Background: an optimization exercise with open tools, aiming at small area. Do not read the settings as production practice. Only simulation tests tie the RTL to the original design; equivalence was not proved. Power and IR drop assume default switching activity.

===== flow/config.mk =====
export PLATFORM = sky130hd
export DESIGN_NAME = Pong_Game
export DESIGN_NICKNAME = Pong_Game
export VERILOG_FILES = /design/flow/design.v
export SDC_FILE = /design/flow/constraint.sdc
export NUM_CORES = 4
export LEC_CHECK = 0
export CAP_MARGIN = 20
export CORE_MARGIN = 2
export CORE_UTILIZATION = 40
export SLEW_MARGIN = 20

===== flow/constraint.sdc =====
create_clock -name core_clock -period 10.0 [get_ports {clk}]
set_input_delay 2.0000 -clock core_clock [delete_from_list [all_inputs] [get_ports {clk}]]
set_output_delay 2.0000 -clock core_clock [all_outputs]
set_load 0.01 [all_outputs]

===== flow/design.v =====
`timescale 1ns / 1ps
module Pong_Game(clk, rst_n, left1, right1, left2, right2, plus, minus, pause, Player1_win, Player2_win, LED_R, LED_C, digit_seg0, digit_seg1, digit_seg2);
  parameter     SEG1    =   8'b0000_0110,  
                SEG2    =   8'b0101_1011,
                SEG3    =   8'b0100_1111,
                SEG4    =   8'b0110_0110,
                SEG5    =   8'b0110_1101,
                SEG6    =   8'b0111_1101,
                SEG7    =   8'b0000_0111,
                SEG8    =   8'b0111_1111,
                SEG9    =   8'b0110_0111,
                SEG0    =   8'b0011_1111,
					 SEGDEFAULT = 8'b0100_0000;  
  input clk;
  input rst_n;
  input left1;
  input right1;
  input left2;
  input right2;
  input plus;
  input minus;
  input pause;
  output Player1_win;  
  output Player2_win;  
  output [7:0] LED_R;  
  output [7:0] LED_C;  
  output [7:0] digit_seg0;  
  output [7:0] digit_seg1;  
  output [7:0] digit_seg2;  
  reg Player1_win;
  reg Player2_win;
  reg [7:0] LED_R;
  reg [7:0] LED_C;
  reg [7:0] digit_seg0;
  reg [7:0] digit_seg1;
  reg [7:0] digit_seg2;
  reg [2:0] R;  
  reg [2:0] C;  
  reg [2:0] R_next; 
  reg [2:0] C_next; 
  reg v_Horizon;  
  reg v_Vertical;  
  reg v_Horizon_next; 
  reg v_Vertical_next;
  reg [2:0]board1;  
  reg [2:0]board1_next; 
  reg [2:0]board2;  
  reg [2:0]board2_next; 
  reg [4:0]scan_state;   
  reg divid_clk; 
  reg [5:0] div_cnt;
  reg [3:0] score1;
  reg [3:0] score2;
  reg [3:0] winning_condition;
  reg [3:0] score1_next;
  reg [3:0] score2_next;
  reg [3:0] winning_condition_next;
	always @(posedge clk or negedge rst_n)  
		if(rst_n==0)
			scan_state <= 0;
		else 
		begin
			if(Player1_win == 0 && Player2_win == 0) 
			begin
				if(scan_state == 5'd4)  
					scan_state <= 0;
				else
					scan_state <= scan_state+1;
			end
			else if(Player1_win == 1 && Player2_win == 0) 
			begin
				if(scan_state == 5'd12)  
					scan_state <= 5'd5;
				else
					scan_state <= scan_state+1;
			end
			else
			begin
				if(scan_state == 5'd20)  
					scan_state <= 5'd13;
				else
					scan_state <= scan_state+1;
			end
		end
	always @(posedge clk or negedge rst_n)    
		if(rst_n==0)                            
			begin    
				LED_R <= 8'b00000000;
				LED_C <= 8'b00000000;
			end
		else
		    begin
		    if(scan_state == 5'd0)  
			    begin
				    case(R)
				    3'o0:
					    LED_R<=8'b00000001;
				    3'o1:
					    LED_R<=8'b00000010;
				    3'o2:
					    LED_R<=8'b00000100;
				    3'o3:
					    LED_R<=8'b00001000;
				    3'o4:
					    LED_R<=8'b00010000;
				    3'o5:
					    LED_R<=8'b00100000;
				    3'o6:
					    LED_R<=8'b01000000;
				    3'o7:
					    LED_R<=8'b10000000;
					default:
						LED_R<=8'b00000000;
					endcase
				    case(C)
				    3'o0:
					    LED_C<=8'b00000001;
				    3'o1:
					    LED_C<=8'b00000010;
				    3'o2:
					    LED_C<=8'b00000100;
				    3'o3:
					    LED_C<=8'b00001000;
				    3'o4:
					    LED_C<=8'b00010000;
				    3'o5:
					    LED_C<=8'b00100000;
				    3'o6:
					    LED_C<=8'b01000000;
				    3'o7:
					    LED_C<=8'b10000000;
					default:
						LED_R<=8'b00000000;
					endcase					
				end
			else if(scan_state == 5'd1)  
				begin
					case(board1)
						3'd0:
						begin
							LED_R<=8'b01000000;
							LED_C<=8'b00000111;
						end
						3'd1:
						begin
							LED_R<=8'b01000000;
							LED_C<=8'b00001110;
						end
						3'd2:
						begin
							LED_R<=8'b01000000;
							LED_C<=8'b00011100;
						end
						3'd3:
						begin
							LED_R<=8'b01000000;
							LED_C<=8'b00111000;
						end
						3'd4:
						begin
							LED_R<=8'b01000000;
							LED_C<=8'b01110000;
						end
						3'd5:
						begin
							LED_R<=8'b01000000;
							LED_C<=8'b11100000;
						end
						default:
						begin
							LED_R<=8'b00000000;
							LED_C<=8'b00000000;
						end
					endcase
				end   
			else if(scan_state == 5'd2) 
				begin
					case(board2)
						3'd0:
						begin
							LED_R<=8'b00000010;
							LED_C<=8'b00000111;
						end
						3'd1:
						begin
							LED_R<=8'b00000010;
							LED_C<=8'b00001110;
						end
						3'd2:
						begin
							LED_R<=8'b00000010;
							LED_C<=8'b00011100;
						end
						3'd3:
						begin
							LED_R<=8'b00000010;
							LED_C<=8'b00111000;
						end
						3'd4:
						begin
							LED_R<=8'b00000010;
							LED_C<=8'b01110000;
						end
						3'd5:
						begin
							LED_R<=8'b00000010;
							LED_C<=8'b11100000;
						end
						default:
						begin
							LED_R<=8'b00000000;
							LED_C<=8'b00000000;
						end
					endcase
				end  	
			else if(scan_state == 5'd3)  
				begin
					LED_R <= 8'b00010000;
					LED_C <= 8'b00100100;
				end
			else if(scan_state == 5'd4)  
				begin
					LED_R <= 8'b00001000;
					LED_C <= 8'b00100100;
				end
			else if(scan_state == 5'd5)  
				begin
					LED_R <= 8'b00000001;
					LED_C <= 8'b01000111;
				end
			else if(scan_state == 5'd6)
				begin
					LED_R <= 8'b00000010;
					LED_C <= 8'b01101001;
				end
			else if(scan_state == 5'd7)
				begin
					LED_R <= 8'b00000100;
					LED_C <= 8'b01011001;
				end
			else if(scan_state == 5'd8)
				begin
					LED_R <= 8'b00001000;
					LED_C <= 8'b01000111;
				end
			else if(scan_state == 5'd9)
				begin
					LED_R <= 8'b00010000;
					LED_C <= 8'b01000001;
				end
			else if(scan_state == 5'd10)
				begin
					LED_R <= 8'b00100000;
					LED_C <= 8'b01000001;
				end
			else if(scan_state == 5'd11)
				begin
					LED_R <= 8'b01000000;
					LED_C <= 8'b01000001;
				end
			else if(scan_state == 5'd12)
				begin
					LED_R <= 8'b10000000;
					LED_C <= 8'b11110001;
				end
			else if(scan_state == 5'd13)  
				begin
					LED_R <= 8'b00000001;
					LED_C <= 8'b01110111;
				end
			else if(scan_state == 5'd14)
				begin
					LED_R <= 8'b00000010;
					LED_C <= 8'b10001001;
				end
			else if(scan_state == 5'd15)
				begin
					LED_R <= 8'b00000100;
					LED_C <= 8'b10001001;
				end
			else if(scan_state == 5'd16)
				begin
					LED_R <= 8'b00001000;
					LED_C <= 8'b01000111;
				end
			else if(scan_state == 5'd17)
				begin
					LED_R <= 8'b00010000;
					LED_C <= 8'b00100001;
				end
			else if(scan_state == 5'd18)
				begin
					LED_R <= 8'b00100000;
					LED_C <= 8'b00010001;
				end
			else if(scan_state == 5'd19)
				begin
					LED_R <= 8'b01000000;
					LED_C <= 8'b00010001;
				end
			else
				begin
					LED_R <= 8'b10000000;
					LED_C <= 8'b11110001;
				end
			end
	always @(*)  
		    begin
			 if (pause) begin
				R_next=R;
				C_next=C;
			 end
			 else if(Player1_win == 0 && Player2_win == 0)
			 begin
				case({R,C})
					6'o00,6'o01,6'o02,6'o03,6'o04,6'o05,6'o06,6'o07:  
					begin
						R_next=3'o4;
						C_next=3'o6;
					end   
					6'o70,6'o71,6'o72,6'o73,6'o74,6'o75,6'o76,6'o77:  
					begin
						R_next=3'o3;
						C_next=3'o1;
					end       
					6'o10,6'o30,6'o40,6'o60:  
					begin
						if(v_Vertical==1) 
						begin
							R_next=R+3'o1;
							C_next=3'o1;
						end
						else
						begin
							R_next=R-3'o1;
							C_next=3'o1;
						end
					end  
					6'o17,6'o37,6'o47,6'o67:  
					begin
						if(v_Vertical==1)
						begin
							R_next=R+3'o1;
							C_next=3'o6;
						end
						else
						begin
							R_next=R-3'o1;
							C_next=3'o6;
						end
					end        
					6'o50: 
					begin
						if(board1==0 || board1==1)  
						begin
							R_next=R-3'o1;
							C_next=3'o1;
						end
						else
						begin
							R_next=R+3'o1;
							C_next=3'o1;
						end
					end			  
					6'o51:
					begin
						if(board1==0 || board1==1)  
						begin
							case({v_Horizon,v_Vertical}) 
								2'b01: 
								begin
									R_next=R-3'o1;
									C_next=C+3'o1;
								end
								2'b11: 
								begin
									R_next=R-3'o1;
									C_next=C-3'o1;
								end
								default:
								begin
									R_next=R;
									C_next=C;
								end
							endcase
						end
						else if(board1==2)
						begin
							case({v_Horizon,v_Vertical}) 
								2'b01: 
								begin
									R_next=R-3'o1;
									C_next=C-3'o1;
								end
								2'b11: 
								begin
									R_next=R+3'o1;
									C_next=C-3'o1;
								end
								default:
								begin
									R_next=R;
									C_next=C;
								end
							endcase
						end						
						else
						begin
							case({v_Horizon,v_Vertical}) 
								2'b01: 
								begin
									R_next=R+3'o1;
									C_next=C+3'o1;
								end
								2'b11: 
								begin
									R_next=R+3'o1;
									C_next=C-3'o1;
								end
								default:
								begin
									R_next=R;
									C_next=C;
								end
							endcase
						end
					end
					6'o52:
					begin
						if(board1==0 || board1==1 || board1==2)  
						begin
							case({v_Horizon,v_Vertical}) 
								2'b01: 
								begin
									R_next=R-3'o1;
									C_next=C+3'o1;
								end
								2'b11: 
								begin
									R_next=R-3'o1;
									C_next=C-3'o1;
								end
								default:
								begin
									R_next=R;
									C_next=C;
								end
							endcase
						end
						else if(board1==3)
						begin
							case({v_Horizon,v_Vertical}) 
								2'b01: 
								begin
									R_next=R-3'o1;
									C_next=C-3'o1;
								end
								2'b11: 
								begin
									R_next=R+3'o1;
									C_next=C-3'o1;
								end
								default:
								begin
									R_next=R;
									C_next=C;
								end
							endcase
						end						
						else
						begin
							case({v_Horizon,v_Vertical}) 
								2'b01: 
								begin
									R_next=R+3'o1;
									C_next=C+3'o1;
								end
								2'b11: 
								begin
									R_next=R+3'o1;
									C_next=C-3'o1;
								end
								default:
								begin
									R_next=R;
									C_next=C;
								end
							endcase
						end
					end
					6'o53:
					begin
						if(board1==1 || board1==2 || board1==3)  
						begin
							case({v_Horizon,v_Vertical}) 
								2'b01: 
								begin
									R_next=R-3'o1;
									C_next=C+3'o1;
								end
								2'b11: 
								begin
									R_next=R-3'o1;
									C_next=C-3'o1;
								end
								default:
								begin
									R_next=R;
									C_next=C;
								end
							endcase
						end
						else if(board1==0)
						begin
							case({v_Horizon,v_Vertical}) 
								2'b01: 
								begin
									R_next=R+3'o1;
									C_next=C+3'o1;
								end
								2'b11: 
								begin
									R_next=R-3'o1;
									C_next=C+3'o1;
								end
								default:
								begin
									R_next=R;
									C_next=C;
								end
							endcase
						end	
						else if(board1==4)
						begin
							case({v_Horizon,v_Vertical}) 
								2'b01: 
								begin
									R_next=R-3'o1;
									C_next=C-3'o1;
								end
								2'b11: 
								begin
									R_next=R+3'o1;
									C_next=C-3'o1;
								end
								default:
								begin
									R_next=R;
									C_next=C;
								end
							endcase
						end						
						else
						begin
							case({v_Horizon,v_Vertical}) 
								2'b01: 
								begin
									R_next=R+3'o1;
									C_next=C+3'o1;
								end
								2'b11: 
								begin
									R_next=R+3'o1;
									C_next=C-3'o1;
								end
								default:
								begin
									R_next=R;
									C_next=C;
								end
							endcase
						end
					end
					6'o54:
					begin
						if(board1==2 || board1==3 || board1==4)  
						begin
							case({v_Horizon,v_Vertical}) 
								2'b01: 
								begin
									R_next=R-3'o1;
									C_next=C+3'o1;
								end
								2'b11: 
								begin
									R_next=R-3'o1;
									C_next=C-3'o1;
								end
								default:
								begin
									R_next=R;
									C_next=C;
								end
							endcase
						end
						else if(board1==1)
						begin
							case({v_Horizon,v_Vertical}) 
								2'b01: 
								begin
									R_next=R+3'o1;
									C_next=C+3'o1;
								end
								2'b11: 
								begin
									R_next=R-3'o1;
									C_next=C+3'o1;
								end
								default:
								begin
									R_next=R;
									C_next=C;
								end
							endcase
						end	
						else if(board1==5)
						begin
							case({v_Horizon,v_Vertical}) 
								2'b01: 
								begin
									R_next=R-3'o1;
									C_next=C-3'o1;
								end
								2'b11: 
								begin
									R_next=R+3'o1;
									C_next=C-3'o1;
								end
								default:
								begin
									R_next=R;
									C_next=C;
								end
							endcase
						end						
						else
						begin
							case({v_Horizon,v_Vertical}) 
								2'b01: 
								begin
									R_next=R+3'o1;
									C_next=C+3'o1;
								end
								2'b11: 
								begin
									R_next=R+3'o1;
									C_next=C-3'o1;
								end
								default:
								begin
									R_next=R;
									C_next=C;
								end
							endcase
						end
					end
					6'o55:
					begin
						if(board1==3 || board1==4 || board1==5)  
						begin
							case({v_Horizon,v_Vertical}) 
								2'b01: 
								begin
									R_next=R-3'o1;
									C_next=C+3'o1;
								end
								2'b11: 
								begin
									R_next=R-3'o1;
									C_next=C-3'o1;
								end
								default:
								begin
									R_next=R;
									C_next=C;
								end
							endcase
						end
						else if(board1==2)
						begin
							case({v_Horizon,v_Vertical}) 
								2'b01: 
								begin
									R_next=R+3'o1;
									C_next=C+3'o1;
								end
								2'b11: 
								begin
									R_next=R-3'o1;
									C_next=C+3'o1;
								end
								default:
								begin
									R_next=R;
									C_next=C;
								end
							endcase
						end					
						else
						begin
							case({v_Horizon,v_Vertical}) 
								2'b01: 
								begin
									R_next=R+3'o1;
									C_next=C+3'o1;
								end
								2'b11: 
								begin
									R_next=R+3'o1;
									C_next=C-3'o1;
								end
								default:
								begin
									R_next=R;
									C_next=C;
								end
							endcase
						end
					end
					6'o56:
					begin
						if(board1==4 || board1==5)  
						begin
							case({v_Horizon,v_Vertical}) 
								2'b01: 
								begin
									R_next=R-3'o1;
									C_next=C+3'o1;
								end
								2'b11: 
								begin
									R_next=R-3'o1;
									C_next=C-3'o1;
								end
								default:
								begin
									R_next=R;
									C_next=C;
								end
							endcase
						end
						else if(board1==3)
						begin
							case({v_Horizon,v_Vertical}) 
								2'b01: 
								begin
									R_next=R+3'o1;
									C_next=C+3'o1;
								end
								2'b11: 
								begin
									R_next=R-3'o1;
									C_next=C+3'o1;
								end
								default:
								begin
									R_next=R;
									C_next=C;
								end
							endcase
						end					
						else
						begin
							case({v_Horizon,v_Vertical}) 
								2'b01: 
								begin
									R_next=R+3'o1;
									C_next=C+3'o1;
								end
								2'b11: 
								begin
									R_next=R+3'o1;
									C_next=C-3'o1;
								end
								default:
								begin
									R_next=R;
									C_next=C;
								end
							endcase
						end
					end
					6'o57:
					begin
						if(board1==4 || board1==5)  
						begin
							R_next=R-3'o1;
							C_next=3'o6;
						end
						else
						begin
							R_next=R+3'o1;
							C_next=3'o6;
						end
					end	
					6'o20: 
					begin
						if(board2==0 || board2==1)  
						begin
							R_next=R+3'o1;
							C_next=3'o1;
						end
						else
						begin
							R_next=R-3'o1;
							C_next=3'o1;
						end
					end			  
					6'o21:
					begin
						if(board2==0 || board2==1)  
						begin
							case({v_Horizon,v_Vertical}) 
								2'b00: 
								begin
									R_next=R+3'o1;
									C_next=C+3'o1;
								end
								2'b10: 
								begin
									R_next=R+3'o1;
									C_next=C-3'o1;
								end
								default:
								begin
									R_next=R;
									C_next=C;
								end
							endcase
						end
						else if(board2==2)
						begin
							case({v_Horizon,v_Vertical}) 
								2'b00: 
								begin
									R_next=R+3'o1;
									C_next=C-3'o1;
								end
								2'b10: 
								begin
									R_next=R-3'o1;
									C_next=C-3'o1;
								end
								default:
								begin
									R_next=R;
									C_next=C;
								end
							endcase
						end						
						else
						begin
							case({v_Horizon,v_Vertical}) 
								2'b00: 
								begin
									R_next=R-3'o1;
									C_next=C+3'o1;
								end
								2'b10: 
								begin
									R_next=R-3'o1;
									C_next=C-3'o1;
								end
								default:
								begin
									R_next=R;
									C_next=C;
								end
							endcase
						end
					end
					6'o22:
					begin
						if(board2==0 || board2==1 || board2==2)  
						begin
							case({v_Horizon,v_Vertical}) 
								2'b00: 
								begin
									R_next=R+3'o1;
									C_next=C+3'o1;
								end
								2'b10: 
								begin
									R_next=R+3'o1;
									C_next=C-3'o1;
								end
								default:
								begin
									R_next=R;
									C_next=C;
								end
							endcase
						end
						else if(board2==3)
						begin
							case({v_Horizon,v_Vertical}) 
								2'b00: 
								begin
									R_next=R+3'o1;
									C_next=C-3'o1;
								end
								2'b10: 
								begin
									R_next=R-3'o1;
									C_next=C-3'o1;
								end
								default:
								begin
									R_next=R;
									C_next=C;
								end
							endcase
						end						
						else
						begin
							case({v_Horizon,v_Vertical}) 
								2'b00: 
								begin
									R_next=R-3'o1;
									C_next=C+3'o1;
								end
								2'b10: 
								begin
									R_next=R-3'o1;
									C_next=C-3'o1;
								end
								default:
								begin
									R_next=R;
									C_next=C;
								end
							endcase
						end
					end
					6'o23:
					begin
						if(board2==1 || board2==2 || board2==3)  
						begin
							case({v_Horizon,v_Vertical}) 
								2'b00: 
								begin
									R_next=R+3'o1;
									C_next=C+3'o1;
								end
								2'b10: 
								begin
									R_next=R+3'o1;
									C_next=C-3'o1;
								end
								default:
								begin
									R_next=R;
									C_next=C;
								end
							endcase
						end
						else if(board2==0)
						begin
							case({v_Horizon,v_Vertical}) 
								2'b00: 
								begin
									R_next=R-3'o1;
									C_next=C+3'o1;
								end
								2'b10: 
								begin
									R_next=R+3'o1;
									C_next=C+3'o1;
								end
								default:
								begin
									R_next=R;
									C_next=C;
								end
							endcase
						end	
						else if(board2==4)
						begin
							case({v_Horizon,v_Vertical}) 
								2'b00: 
								begin
									R_next=R+3'o1;
									C_next=C-3'o1;
								end
								2'b10: 
								begin
									R_next=R-3'o1;
									C_next=C-3'o1;
								end
								default:
								begin
									R_next=R;
									C_next=C;
								end
							endcase
						end						
						else
						begin
							case({v_Horizon,v_Vertical}) 
								2'b00: 
								begin
									R_next=R-3'o1;
									C_next=C+3'o1;
								end
								2'b10: 
								begin
									R_next=R-3'o1;
									C_next=C-3'o1;
								end
								default:
								begin
									R_next=R;
									C_next=C;
								end
							endcase
						end
					end
					6'o24:
					begin
						if(board2==2 || board2==3 || board2==4)  
						begin
							case({v_Horizon,v_Vertical}) 
								2'b00: 
								begin
									R_next=R+3'o1;
									C_next=C+3'o1;
								end
								2'b10: 
								begin
									R_next=R+3'o1;
									C_next=C-3'o1;
								end
								default:
								begin
									R_next=R;
									C_next=C;
								end
							endcase
						end
						else if(board2==1)
						begin
							case({v_Horizon,v_Vertical}) 
								2'b00: 
								begin
									R_next=R-3'o1;
									C_next=C+3'o1;
								end
								2'b10: 
								begin
									R_next=R+3'o1;
									C_next=C+3'o1;
								end
								default:
								begin
									R_next=R;
									C_next=C;
								end
							endcase
						end	
						else if(board2==5)
						begin
							case({v_Horizon,v_Vertical}) 
								2'b00: 
								begin
									R_next=R+3'o1;
									C_next=C-3'o1;
								end
								2'b10: 
								begin
									R_next=R-3'o1;
									C_next=C-3'o1;
								end
								default:
								begin
									R_next=R;
									C_next=C;
								end
							endcase
						end						
						else
						begin
							case({v_Horizon,v_Vertical}) 
								2'b00: 
								begin
									R_next=R-3'o1;
									C_next=C+3'o1;
								end
								2'b10: 
								begin
									R_next=R-3'o1;
									C_next=C-3'o1;
								end
								default:
								begin
									R_next=R;
									C_next=C;
								end
							endcase
						end
					end
					6'o25:
					begin
						if(board2==3 || board2==4 || board2==5)  
						begin
							case({v_Horizon,v_Vertical}) 
								2'b00: 
								begin
									R_next=R+3'o1;
									C_next=C+3'o1;
								end
								2'b10: 
								begin
									R_next=R+3'o1;
									C_next=C-3'o1;
								end
								default:
								begin
									R_next=R;
									C_next=C;
								end
							endcase
						end
						else if(board2==2)
						begin
							case({v_Horizon,v_Vertical}) 
								2'b00: 
								begin
									R_next=R-3'o1;
									C_next=C+3'o1;
								end
								2'b10: 
								begin
									R_next=R+3'o1;
									C_next=C+3'o1;
								end
								default:
								begin
									R_next=R;
									C_next=C;
								end
							endcase
						end					
						else
						begin
							case({v_Horizon,v_Vertical}) 
								2'b00: 
								begin
									R_next=R-3'o1;
									C_next=C+3'o1;
								end
								2'b10: 
								begin
									R_next=R-3'o1;
									C_next=C-3'o1;
								end
								default:
								begin
									R_next=R;
									C_next=C;
								end
							endcase
						end
					end
					6'o26:
					begin
						if(board2==4 || board2==5)  
						begin
							case({v_Horizon,v_Vertical}) 
								2'b00: 
								begin
									R_next=R+3'o1;
									C_next=C+3'o1;
								end
								2'b10: 
								begin
									R_next=R+3'o1;
									C_next=C-3'o1;
								end
								default:
								begin
									R_next=R;
									C_next=C;
								end
							endcase
						end
						else if(board2==3)
						begin
							case({v_Horizon,v_Vertical}) 
								2'b00: 
								begin
									R_next=R-3'o1;
									C_next=C+3'o1;
								end
								2'b10: 
								begin
									R_next=R+3'o1;
									C_next=C+3'o1;
								end
								default:
								begin
									R_next=R;
									C_next=C;
								end
							endcase
						end					
						else
						begin
							case({v_Horizon,v_Vertical}) 
								2'b00: 
								begin
									R_next=R-3'o1;
									C_next=C+3'o1;
								end
								2'b10: 
								begin
									R_next=R-3'o1;
									C_next=C-3'o1;
								end
								default:
								begin
									R_next=R;
									C_next=C;
								end
							endcase
						end
					end
					6'o27:
					begin
						if(board2==4 || board2==5)  
						begin
							R_next=R+3'o1;
							C_next=3'o6;
						end
						else
						begin
							R_next=R-3'o1;
							C_next=3'o6;
						end
					end
					6'o32:  
					begin
						case({v_Horizon,v_Vertical}) 
							2'b01: 
								begin
									R_next=3'o4;
									C_next=3'o6;
								end
							2'b11: 
								begin
									R_next=3'o4;
									C_next=3'o4;
								end
							default:
								begin
									R_next=R;
									C_next=C;
								end
						endcase
					end
					6'o42:
					begin
						case({v_Horizon,v_Vertical}) 
							2'b00: 
								begin
									R_next=3'o3;
									C_next=3'o6;
								end
							2'b10: 
								begin
									R_next=3'o3;
									C_next=3'o4;
								end
							default:
								begin
									R_next=R;
									C_next=C;
								end
						endcase
					end
					6'o35:
					begin
						case({v_Horizon,v_Vertical}) 
							2'b01: 
								begin
									R_next=3'o4;
									C_next=3'o3;
								end
							2'b11: 
								begin
									R_next=3'o4;
									C_next=3'o1;
								end
							default:
								begin
									R_next=R;
									C_next=C;
								end
						endcase
					end
					6'o45:
					begin
						case({v_Horizon,v_Vertical}) 
							2'b00: 
								begin
									R_next=3'o3;
									C_next=3'o3;
								end
							2'b10: 
								begin
									R_next=3'o3;
									C_next=3'o1;
								end
							default:
								begin
									R_next=R;
									C_next=C;
								end
						endcase
					end
					6'o31,6'o41,6'o34,6'o44:  
					begin
						if(v_Vertical)
						begin
							R_next=R+3'o1;
							C_next=C-3'o1;
						end
						else
						begin
							R_next=R-3'o1;
							C_next=C-3'o1;
						end
					end
					6'o33,6'o43,6'o36,6'o46:  
					begin
						if(v_Vertical)
						begin
							R_next=R+3'o1;
							C_next=C+3'o1;
						end
						else
						begin
							R_next=R-3'o1;
							C_next=C+3'o1;
						end
					end
					6'o11,6'o12,6'o13,6'o14,6'o15,6'o16,
					6'o61,6'o62,6'o63,6'o64,6'o65,6'o66:  
					begin
						case({v_Horizon,v_Vertical}) 
							2'b00: 
							begin
								R_next=R-3'o1;
								C_next=C+3'o1;
							end
							2'b01: 
							begin
								R_next=R+3'o1;
								C_next=C+3'o1;
							end
							2'b10: 
							begin
								R_next=R-3'o1;
								C_next=C-3'o1;
							end
							2'b11:  
							begin
								R_next=R+3'o1;
								C_next=C-3'o1;
							end
							default:
							begin
								R_next=R;
								C_next=C;
							end
						endcase
					end
					default:
						begin
							R_next=R;
							C_next=C;
						end
				endcase      
		    end
			 else 
				begin
					R_next=R;
					C_next=C;
				end
			 end
	always @(posedge clk or negedge rst_n)  
		if(rst_n==0)
			begin
				board1_next <= 3'o2;
				board2_next <= 3'o3;
			end
		else
			begin
				if(pause) begin
					board1_next <= board1;
					board2_next <= board2;
				end
				else begin
				if((Player1_win==0) && (Player2_win==0))
					begin
						if(((board1==0)&&(left1==1)&&(right1==0))||((board1==5)&&(left1==0)&&(right1==1)))  
							board1_next<=board1;  
						else if((left1==1)&&(right1==0))  
							board1_next<=board1 - 3'o1;
						else if((left1==0)&&(right1==1))  
							board1_next<=board1 + 3'o1;  
						if(((board2==0)&&(left2==1)&&(right2==0))||((board2==5)&&(left2==0)&&(right2==1)))  
							board2_next<=board2;  
						else if((left2==1)&&(right2==0))  
							board2_next<=board2 - 3'o1;
						else if((left2==0)&&(right2==1))  
							board2_next<=board2 + 3'o1; 
					end
				else if((Player1_win==1) || (Player2_win==1))
					begin
						board1_next<=board1;
						board2_next<=board2;
					end
			end
			end
	always @(*)  
	begin
	if(pause) begin
		v_Vertical_next=v_Vertical;
		v_Horizon_next=v_Horizon;
	end
	else begin
		if((Player1_win==0) && (Player2_win==0))
		begin
			case({R,C})
				6'o10,6'o30,6'o40,6'o60:  
				begin
					v_Horizon_next=0;
					v_Vertical_next=v_Vertical;
				end
				6'o17,6'o37,6'o47,6'o67: 
				begin
					v_Horizon_next=1;
					v_Vertical_next=v_Vertical;
				end
				6'o50: 
				begin
					if(board1==0 || board1==1)  
						begin
							v_Horizon_next=0;
							v_Vertical_next=0;
						end
					else
						begin
							v_Horizon_next=0;
							v_Vertical_next=1;
						end
				end
				6'o51:  
				begin
					if(board1==0 || board1==1) 
						begin
							v_Horizon_next=v_Horizon;
							v_Vertical_next=0;
						end
					else if(board1==2)
						begin
							if(v_Horizon==0)
								begin
									v_Horizon_next=1;
									v_Vertical_next=0;
								end
							else
								begin
									v_Horizon_next=v_Horizon;
									v_Vertical_next=1;
								end	
						end
					else
						begin
							v_Horizon_next=v_Horizon;
							v_Vertical_next=1;
						end
				end
				6'o52:  
				begin
					if(board1==0 || board1==1 || board1==2) 
						begin
							v_Horizon_next=v_Horizon;
							v_Vertical_next=0;
						end
					else if(board1==3)
						begin
							if(v_Horizon==0)
								begin
									v_Horizon_next=1;
									v_Vertical_next=0;
								end
							else
								begin
									v_Horizon_next=v_Horizon;
									v_Vertical_next=1;
								end	
						end
					else
						begin
							v_Horizon_next=v_Horizon;
							v_Vertical_next=1;
						end
				end				
				6'o53:  
				begin
					if(board1==1 || board1==2 || board1==3) 
						begin
							v_Horizon_next=v_Horizon;
							v_Vertical_next=0;
						end
					else if(board1==0)
						begin
							if(v_Horizon==1)
								begin
									v_Horizon_next=0;
									v_Vertical_next=0;
								end
							else
								begin
									v_Horizon_next=v_Horizon;
									v_Vertical_next=1;
								end	
						end
					else if(board1==4)
						begin
							if(v_Horizon==0)
								begin
									v_Horizon_next=1;
									v_Vertical_next=0;
								end
							else
								begin
									v_Horizon_next=v_Horizon;
									v_Vertical_next=1;
								end	
						end
					else
						begin
							v_Horizon_next=v_Horizon;
							v_Vertical_next=1;
						end
				end	
				6'o54:  
				begin
					if(board1==2 || board1==3 || board1==4) 
						begin
							v_Horizon_next=v_Horizon;
							v_Vertical_next=0;
						end
					else if(board1==1)
						begin
							if(v_Horizon==1)
								begin
									v_Horizon_next=0;
									v_Vertical_next=0;
								end
							else
								begin
									v_Horizon_next=v_Horizon;
									v_Vertical_next=1;
								end	
						end
					else if(board1==5)
						begin
							if(v_Horizon==0)
								begin
									v_Horizon_next=1;
									v_Vertical_next=0;
								end
							else
								begin
									v_Horizon_next=v_Horizon;
									v_Vertical_next=1;
								end	
						end
					else
						begin
							v_Horizon_next=v_Horizon;
							v_Vertical_next=1;
						end
				end		
				6'o55:  
				begin
					if(board1==3 || board1==4 || board1==5) 
						begin
							v_Horizon_next=v_Horizon;
							v_Vertical_next=0;
						end
					else if(board1==2)
						begin
							if(v_Horizon==1)
								begin
									v_Horizon_next=0;
									v_Vertical_next=0;
								end
							else
								begin
									v_Horizon_next=v_Horizon;
									v_Vertical_next=1;
								end	
						end
					else
						begin
							v_Horizon_next=v_Horizon;
							v_Vertical_next=1;
						end
				end		
				6'o56:  
				begin
					if(board1==4 || board1==5) 
						begin
							v_Horizon_next=v_Horizon;
							v_Vertical_next=0;
						end
					else if(board1==3)
						begin
							if(v_Horizon==1)
								begin
									v_Horizon_next=0;
									v_Vertical_next=0;
								end
							else
								begin
									v_Horizon_next=v_Horizon;
									v_Vertical_next=1;
								end	
						end
					else
						begin
							v_Horizon_next=v_Horizon;
							v_Vertical_next=1;
						end
				end					
				6'o57:
				begin
					if(board1==4 || board1==5)  
						begin
						v_Horizon_next=1;
						v_Vertical_next=0;
						end
					else
						begin
						v_Horizon_next=1;
						v_Vertical_next=1;
						end
				end
				6'o20: 
				begin
					if(board2==0 || board2==1)  
						begin
							v_Horizon_next=0;
							v_Vertical_next=1;
						end
					else
						begin
							v_Horizon_next=0;
							v_Vertical_next=0;
						end
				end
				6'o21:  
				begin
					if(board2==0 || board2==1) 
						begin
							v_Horizon_next=v_Horizon;
							v_Vertical_next=1;
						end
					else if(board2==2)
						begin
							if(v_Horizon==0)
								begin
									v_Horizon_next=1;
									v_Vertical_next=1;
								end
							else
								begin
									v_Horizon_next=v_Horizon;
									v_Vertical_next=0;
								end	
						end
					else
						begin
							v_Horizon_next=v_Horizon;
							v_Vertical_next=0;
						end
				end
				6'o22:  
				begin
					if(board2==0 || board2==1 || board2==2) 
						begin
							v_Horizon_next=v_Horizon;
							v_Vertical_next=1;
						end
					else if(board2==3)
						begin
							if(v_Horizon==0)
								begin
									v_Horizon_next=1;
									v_Vertical_next=1;
								end
							else
								begin
									v_Horizon_next=v_Horizon;
									v_Vertical_next=0;
								end	
						end
					else
						begin
							v_Horizon_next=v_Horizon;
							v_Vertical_next=0;
						end
				end				
				6'o23:  
				begin
					if(board2==1 || board2==2 || board2==3) 
						begin
							v_Horizon_next=v_Horizon;
							v_Vertical_next=1;
						end
					else if(board2==0)
						begin
							if(v_Horizon==1)
								begin
									v_Horizon_next=0;
									v_Vertical_next=1;
								end
							else
								begin
									v_Horizon_next=v_Horizon;
									v_Vertical_next=0;
								end	
						end
					else if(board2==4)
						begin
							if(v_Horizon==0)
								begin
									v_Horizon_next=1;
									v_Vertical_next=1;
								end
							else
								begin
									v_Horizon_next=v_Horizon;
									v_Vertical_next=0;
								end	
						end
					else
						begin
							v_Horizon_next=v_Horizon;
							v_Vertical_next=0;
						end
				end	
				6'o24:  
				begin
					if(board2==2 || board2==3 || board2==4) 
						begin
							v_Horizon_next=v_Horizon;
							v_Vertical_next=1;
						end
					else if(board2==1)
						begin
							if(v_Horizon==1)
								begin
									v_Horizon_next=0;
									v_Vertical_next=1;
								end
							else
								begin
									v_Horizon_next=v_Horizon;
									v_Vertical_next=0;
								end	
						end
					else if(board2==5)
						begin
							if(v_Horizon==0)
								begin
									v_Horizon_next=1;
									v_Vertical_next=1;
								end
							else
								begin
									v_Horizon_next=v_Horizon;
									v_Vertical_next=0;
								end	
						end
					else
						begin
							v_Horizon_next=v_Horizon;
							v_Vertical_next=0;
						end
				end		
				6'o25:  
				begin
					if(board2==3 || board2==4 || board2==5) 
						begin
							v_Horizon_next=v_Horizon;
							v_Vertical_next=1;
						end
					else if(board2==2)
						begin
							if(v_Horizon==1)
								begin
									v_Horizon_next=0;
									v_Vertical_next=1;
								end
							else
								begin
									v_Horizon_next=v_Horizon;
									v_Vertical_next=0;
								end	
						end
					else
						begin
							v_Horizon_next=v_Horizon;
							v_Vertical_next=0;
						end
				end		
				6'o26:  
				begin
					if(board2==4 || board2==5) 
						begin
							v_Horizon_next=v_Horizon;
							v_Vertical_next=1;
						end
					else if(board2==3)
						begin
							if(v_Horizon==1)
								begin
									v_Horizon_next=0;
									v_Vertical_next=1;
								end
							else
								begin
									v_Horizon_next=v_Horizon;
									v_Vertical_next=0;
								end	
						end
					else
						begin
							v_Horizon_next=v_Horizon;
							v_Vertical_next=0;
						end
				end					
				6'o27:
				begin
					if(board2==4 || board2==5)  
						begin
						v_Horizon_next=1;
						v_Vertical_next=1;
						end
					else
						begin
						v_Horizon_next=1;
						v_Vertical_next=0;
						end
				end
				6'o00,6'o01,6'o02,6'o03,6'o04,6'o05,6'o06,6'o07:  
				begin
					v_Horizon_next=1;
					v_Vertical_next=1;
				end
				6'o70,6'o71,6'o72,6'o73,6'o74,6'o75,6'o76,6'o77:  
				begin
					v_Horizon_next=0;
					v_Vertical_next=0;
				end
				6'o31,6'o34,6'o41,6'o44:  
				begin
					v_Horizon_next = 1;
					v_Vertical_next = v_Vertical;
				end
				6'o33,6'o36,6'o43,6'o46:  
				begin
					v_Horizon_next = 0;
					v_Vertical_next = v_Vertical;
				end
				6'o11,6'o12,6'o13,6'o14,6'o15,6'o16,
				6'o32,6'o35,
				6'o42,6'o45,
				6'o61,6'o62,6'o63,6'o64,6'o65,6'o66:  
				begin
					v_Horizon_next=v_Horizon;
					v_Vertical_next=v_Vertical;
				end
				default: 
				begin
					v_Horizon_next=v_Horizon;
					v_Vertical_next=v_Vertical;
				end 
			endcase
		end
		else  
			begin
				v_Horizon_next=v_Horizon;
				v_Vertical_next=v_Vertical;
			end
		end
	end
	always @(posedge clk or negedge rst_n)  
	begin
		if(rst_n == 0)
			begin
				score1_next <= 1'b0;
				score2_next <= 1'b0;
			end
		else
			begin
				case({R,C})
				6'o00,6'o01,6'o02,6'o03,6'o04,6'o05,6'o06,6'o07:  
				begin
					score1_next <= score1 + 4'b1;
					score2_next <= score2;
					end
				6'o70,6'o71,6'o72,6'o73,6'o74,6'o75,6'o76,6'o77:  
				begin
					score1_next <= score1;
					score2_next <= score2 + 4'b1;
				end
				endcase
			end
	end
	always @(*)  
		if(score1 >= winning_condition && score2 < winning_condition) 
			begin
				Player1_win = 1;
				Player2_win = 0;
			end
		else if(score2 >= winning_condition && score1 < winning_condition)
			begin
				Player1_win = 0;
				Player2_win = 1;
			end
		else if(score2 >= winning_condition && score1 < winning_condition)
			begin
				if(score1 > score2)
					begin
						Player1_win = 1;
						Player2_win = 0;
					end
				else if(score2 > score1)
					begin
						Player1_win = 0;
						Player2_win = 1;
					end
				else
					begin
						Player1_win = 0;
						Player2_win = 0;
					end
			end
		else 
			begin
				Player1_win = 0;
				Player2_win = 0;
			end
	always @(posedge clk or negedge rst_n)    
	begin
		if(rst_n == 0)
			begin
				winning_condition_next <= 4'b1;
			end
		else
			begin
				if(pause)  
					begin
						if(plus && winning_condition < 4'd9) 
							winning_condition_next <= winning_condition + 4'd1;
						else if(minus && winning_condition > 4'd1)
							winning_condition_next <= winning_condition - 4'd1;
					end
				else
					winning_condition_next <= winning_condition;
			end
	end
	always @(*)  
	begin
		case(winning_condition)
			4'd0:digit_seg0 = SEG0;
			4'd1:digit_seg0 = SEG1;
			4'd2:digit_seg0 = SEG2;
			4'd3:digit_seg0 = SEG3;
			4'd4:digit_seg0 = SEG4;
			4'd5:digit_seg0 = SEG5;
			4'd6:digit_seg0 = SEG6;
			4'd7:digit_seg0 = SEG7;
			4'd8:digit_seg0 = SEG8;
			4'd9:digit_seg0 = SEG9;
			default:digit_seg0 = SEGDEFAULT;
		endcase
	end
	always @(*)  
	begin
		case(score1)
			4'd0:digit_seg1 = SEG0;
			4'd1:digit_seg1 = SEG1;
			4'd2:digit_seg1 = SEG2;
			4'd3:digit_seg1 = SEG3;
			4'd4:digit_seg1 = SEG4;
			4'd5:digit_seg1 = SEG5;
			4'd6:digit_seg1 = SEG6;
			4'd7:digit_seg1 = SEG7;
			4'd8:digit_seg1 = SEG8;
			4'd9:digit_seg1 = SEG9;
			default:digit_seg1 = SEGDEFAULT;
		endcase
	end
		always @(*)  
	begin
		case(score2)
			4'd0:digit_seg2 = SEG0;
			4'd1:digit_seg2 = SEG1;
			4'd2:digit_seg2 = SEG2;
			4'd3:digit_seg2 = SEG3;
			4'd4:digit_seg2 = SEG4;
			4'd5:digit_seg2 = SEG5;
			4'd6:digit_seg2 = SEG6;
			4'd7:digit_seg2 = SEG7;
			4'd8:digit_seg2 = SEG8;
			4'd9:digit_seg2 = SEG9;
			default:digit_seg2 = SEGDEFAULT;
		endcase
	end
	always @(posedge clk or negedge rst_n)  
		if(rst_n==0)
			div_cnt <= 6'd0;
		else if(div_cnt==6'd63)
			div_cnt <= 6'd0;
		else
			div_cnt<=div_cnt+6'd1;
	always @(posedge clk or negedge rst_n)  
		if(rst_n==0)
			divid_clk <= 0;
		else if(div_cnt==6'd63)
			divid_clk <= ~divid_clk;
	always @(posedge clk or negedge rst_n)  
		if(rst_n==0)
		begin     
			R <= 3'o4;
			C <= 3'o1;
			v_Horizon <= 1'b1;
			v_Vertical <= 1'b0;
			board1 <= 3'o2;
			board2 <= 3'o3;
			winning_condition <= 4'b1;
			score1 <= 4'b0;
			score2 <= 4'b0;
		end
		else if(div_cnt==6'd63 && divid_clk==1'b0)
		begin
			R <= R_next;
			C <= C_next;
			v_Horizon <= v_Horizon_next;
			v_Vertical <= v_Vertical_next;
			board1 <= board1_next;			
			board2 <= board2_next;
			score1 <= score1_next;
			score2 <= score2_next;
			winning_condition <= winning_condition_next;
		end
endmodule

===== flow/run.sh =====
#!/bin/bash
# synth_recipe.tcl (not shown) runs the flow's synth.tcl, then flattens the netlist and writes it again
# the make line also repeats each setting of config.mk as NAME=value (left out here)
make -C /OpenROAD-flow-scripts/flow DESIGN_CONFIG=/design/flow/config.mk WORK_HOME=/design/flow/orfs CLKGATE_MAP_FILE= SYNTH_SCRIPT=/design/flow/synth_recipe.tcl finish

==> summary.md <==
| Metric | Value |
|---|---|
| Gr usage total | 0.270 |
| Die Span X | around 150 µm |
| GPL Wtd Cong | roughly 1.0 |
| Die Y-Extent | around 150 µm |
| CP endpoint kind | output port |
| Final setup fails | 0 |
| Num ports | ~50 |
| Max_slew headroom | 0.276 |
| Library cells used by synthesis | 81 |
| Worst R2R Start | board1[2] |
| Avg Inst Size Synth | 7.23 µm² |
| Ranking of synthesized cells by area | dfrtp_1, ha_1, o21ai_0 |
| Root buf cell | clkbuf_16 |
| Minimum clock period | 4860 ps |
| HPWL Detailed | roughly 21000 µm |
| Die area | 21900 µm² |
| Clock latency (worst-skew pair) | 340 ps |
| Wire length per cell | ~21 µm |
| Final #Nets | between 1000 and 1500 |
| Post-synth top area cell | dfrtp_1 |
| Peak Freq | between 200 and 250 MHz |
| Initial antenna violation count | 0 |
| Hold Crit Start | div_cnt[4] |
| Worst-path fanout max | 11 |
| Largest net degree at the start of global routing | 57 |
| Syn Std Cell Area | roughly 8300 µm² |
| CTS Hold Bufs | 0 |
| Antenna diode count | 0 |
| Peak supply drop | slightly above 0.00007 V |
| Clock Sinks | 72 |
| Fin Setup TNS | 0 ps |
| Core Area | 20300 µm² |
| GRT overflow | 0 |
| CTS tree | yes |
| # H-tree levels | 3 |
| Routed WL | between 20000 and 30000 µm |
| CTS max path bufs | 2 |
| Setup bufs post-CTS | 0 |
| WHS Endpoint | div_cnt[4] |
| Period utilization | 0.486 |
| Filler instances | between 2000 and 2500 |
| FF-to-FF End | R[1] |
| DRC viols | 0 |
| First-pass GRT wire length | 46900 µm |
| Reg area | roughly 1800 µm² |
| CP Launch Type | flip-flop |
| Row count | 52 |
| Syn Inst Count | 1148 |
| Yosys warns | 1 |
| PD cells | between 70 and 80 nW/µm² |
| Total power | a little under 0.7 mW |
| Yosys reg bits | 72 |
| Max-cap violations | 0 |
| Multi-input combinational cell area | approximately 6000 µm² |
| Resized Gates After CTS | 0 |
| IO buf count | 47 |
| Clock skew | roughly 8.7 ps |
| Final Max Slew Viols | 0 |
| Top_reg_cell synth | dfrtp_1 |
| RSZ-0062 raised after global routing | false |
| R2R depth | 9 |
| Clock slew at reported path FFs | 60 ps |
| Number of global-route vias before repair | about 8200 |
| Seq/Total Area, Yosys | 0.219 |
| Outcome | complete, no violations |
| Initial Util | 0.409 |
| Leakage Power | 3.62 nW |
| Worst hold path class | reg2reg |
| Area delta synth->final | 10.5% |
| Via/cell ratio | approximately 6.3 |
| Top cell type's share of synthesized area | 0.184 |
| EDFF count, synth | 0 |
| First-pass DRT Iterations | 5 |
| Layout cells sized above 1 | 0.0614 |
| WP data required | ~8000 ps |
| Hold path cells | 1 |
| Post-route ant nets | 0 |
| DR iter-0 viols | 1043 |
| TritonCTS Buffers | 9 |
| Worst Tran Pin Value | 1080 ps |
| Signal arrival time at the worst endpoint | roughly 2900 ps |
| Async set or reset register ratio after synthesis | 1.00 |
| Hold Fails Final Rpt | 0 |
| Worst reg-to-reg setup slack | just over 6000 ps |
| Total number of vias | slightly below 9000 |
| Kind of critical path | reg2out |
==> layer usage <==
layer / part of all wire / wire [µm] / global-route usage
met3: 0.098 / 2910 / 0.0715
met5: 0 / 0 / 0
met1: 0.43 / 12800 / 0.366
met2: 0.43 / 12900 / 0.411
met4: 0.041 / 1220 / 0.102
==> synth_stat cells (6+ instances only) <==
| library cell | count |
|---|---|
| nand2_1 | 129 |
| o21ai_0 | 122 |
| nor2_1 | 100 |
| a21oi_1 | 96 |
| ha_1 | 64 |
| dfrtp_1 | 61 |
| clkbuf_1 | 50 |
| inv_1 | 38 |
| nor3_1 | 35 |
| nand3_1 | 31 |
| o22ai_1 | 25 |
| a31oi_1 | 22 |
| nor2b_1 | 21 |
| nand2b_1 | 20 |
| buf_2 | 19 |
| mux2i_1 | 18 |
| xnor2_1 | 17 |
| xor2_1 | 17 |
| a211oi_1 | 16 |
| a22oi_1 | 14 |
| o211ai_1 | 14 |
| or2_2 | 12 |
| and2_1 | 11 |
| dfstp_2 | 11 |
| nand4_1 | 10 |
| nor4_1 | 10 |
| o21a_1 | 9 |
| o32ai_1 | 9 |
| buf_1 | 8 |
| nor3b_1 | 8 |
| o221ai_1 | 8 |
| a22o_1 | 6 |
| a32oi_1 | 6 |
| and3_1 | 6 |
| o2111ai_1 | 6 |
==> kinds of logic (layout without fill, tap and decap cells) <==
family | after synthesis | count (layout) | share of synthesized area
AO/OA/AOI/OAI | 410 | 410 | 0.314
multiplexers | 21 | 21 | 0.0258
flip-flops | 72 | 72 | 0.219
adder cells (fa/ha/maj) | 64 | 64 | 0.0964
XOR/XNOR | 34 | 34 | 0.0359
other | 1 | 3 | 0.000452
AND/OR/NAND/NOR | 418 | 418 | 0.245
buffers and inverters | 128 | 118 | 0.0639
==> sequential cells by signal (all words and copies together) (netlist names), 5 cells and up <==
name / cells
scan_state: 5
LED_C: 8
div_cnt: 6
LED_R: 8
==> stage by stage <==
step                      hold WS [ps]  instance area [µm²]  utilization  setup WS, ps  std cells
after floorplan                    443                 8310            -          6270       1150
after global placement             459                 8840        0.435          5540       1394
after detailed placement           464                 8840        0.435          5510       1394
after CTS                          478                 9170        0.452          5140       1410
after global routing               505                 9180        0.452          4870       1410
final                              471                 9180        0.452          5140       1410
==> report_power, final <==
group	switching (mW)	total [mW]	internal [mW]
Sequential	0.00146	0.296	0.295
Combinational	0.0152	0.0227	0.00747
Clock	0.136	0.362	0.226
==> worst max-delay path, cell delays in order (launching register included) <==
cell and delay (ps):
dfrtp_1 460, clkinv_1 310, ha_1 430, nand2_1 80, o21ai_0 320, nor2_1 90
nor2_1 230, clkdlybuf4s50_1 590
==> how the worst max path moves through the flow <==
| stage | slack (ps) | to | startpoint |
|---|---|---|---|
| 5_1_grt | 4870 | Player2_win | winning_condition[3] |
| 6_report | 5140 | Player2_win | winning_condition[3] |
| 3_3_place_gp | 5540 | Player2_win | winning_condition[3] |
| 2_1_floorplan | 6270 | Player2_win | winning_condition[3] |
| 3_5_place_dp | 5510 | Player2_win | winning_condition[3] |
| 4_1_cts | 5140 | Player2_win | winning_condition[3] |
==> cells in the final DEF, fill, tap and decap left out, drive strengths merged, types with 31 or more instances in the layout <==
cell / count
dfrtp: 61
nor3: 35
a21oi: 97
nand2: 129
o21ai: 126
nor2: 100
ha: 64
inv: 41
nand3: 31
clkdlybuf4s50: 46
==> area by class of cell <==
cell class                 count  area share
clock buffer                  10      0.0260
multi-input combinational    950       0.652
sequential                    72       0.198
timing repair buffer          57      0.0592
clock inverter                 6      0.0101
inverter                      45      0.0184
tap                          270      0.0368

==> re-timing with driven ports <==
The flow's constraints put no driver on any port. The routed layout listed below was extracted and timed again, unchanged, in two steps.
Step 1 sets driving cells, clkbuf_16 on the clock port and buf_2 on the other inputs (assumed; they add their load-dependent delay and slew).
Step 2 moves the port delays by t, midway between the first and last clock arrival at a register: inputs arrive t later, outputs are due t later. That takes back most of the time a late clock gives input paths.
Slacks: ideal ports / drivers / drivers and shift; pairs: ideal ports / drivers.
t (ns): 0.381
slack for setup (ns): 5.144 / 5.103 / 5.483
worst setup path after step 2: register to output
worst slew at a driven data input, ns: 0.03
After both steps setup and hold are still met in this run. For this run, drivers alone change the setup slack by -0.041 ns; drivers and shift together by +0.339 ns.
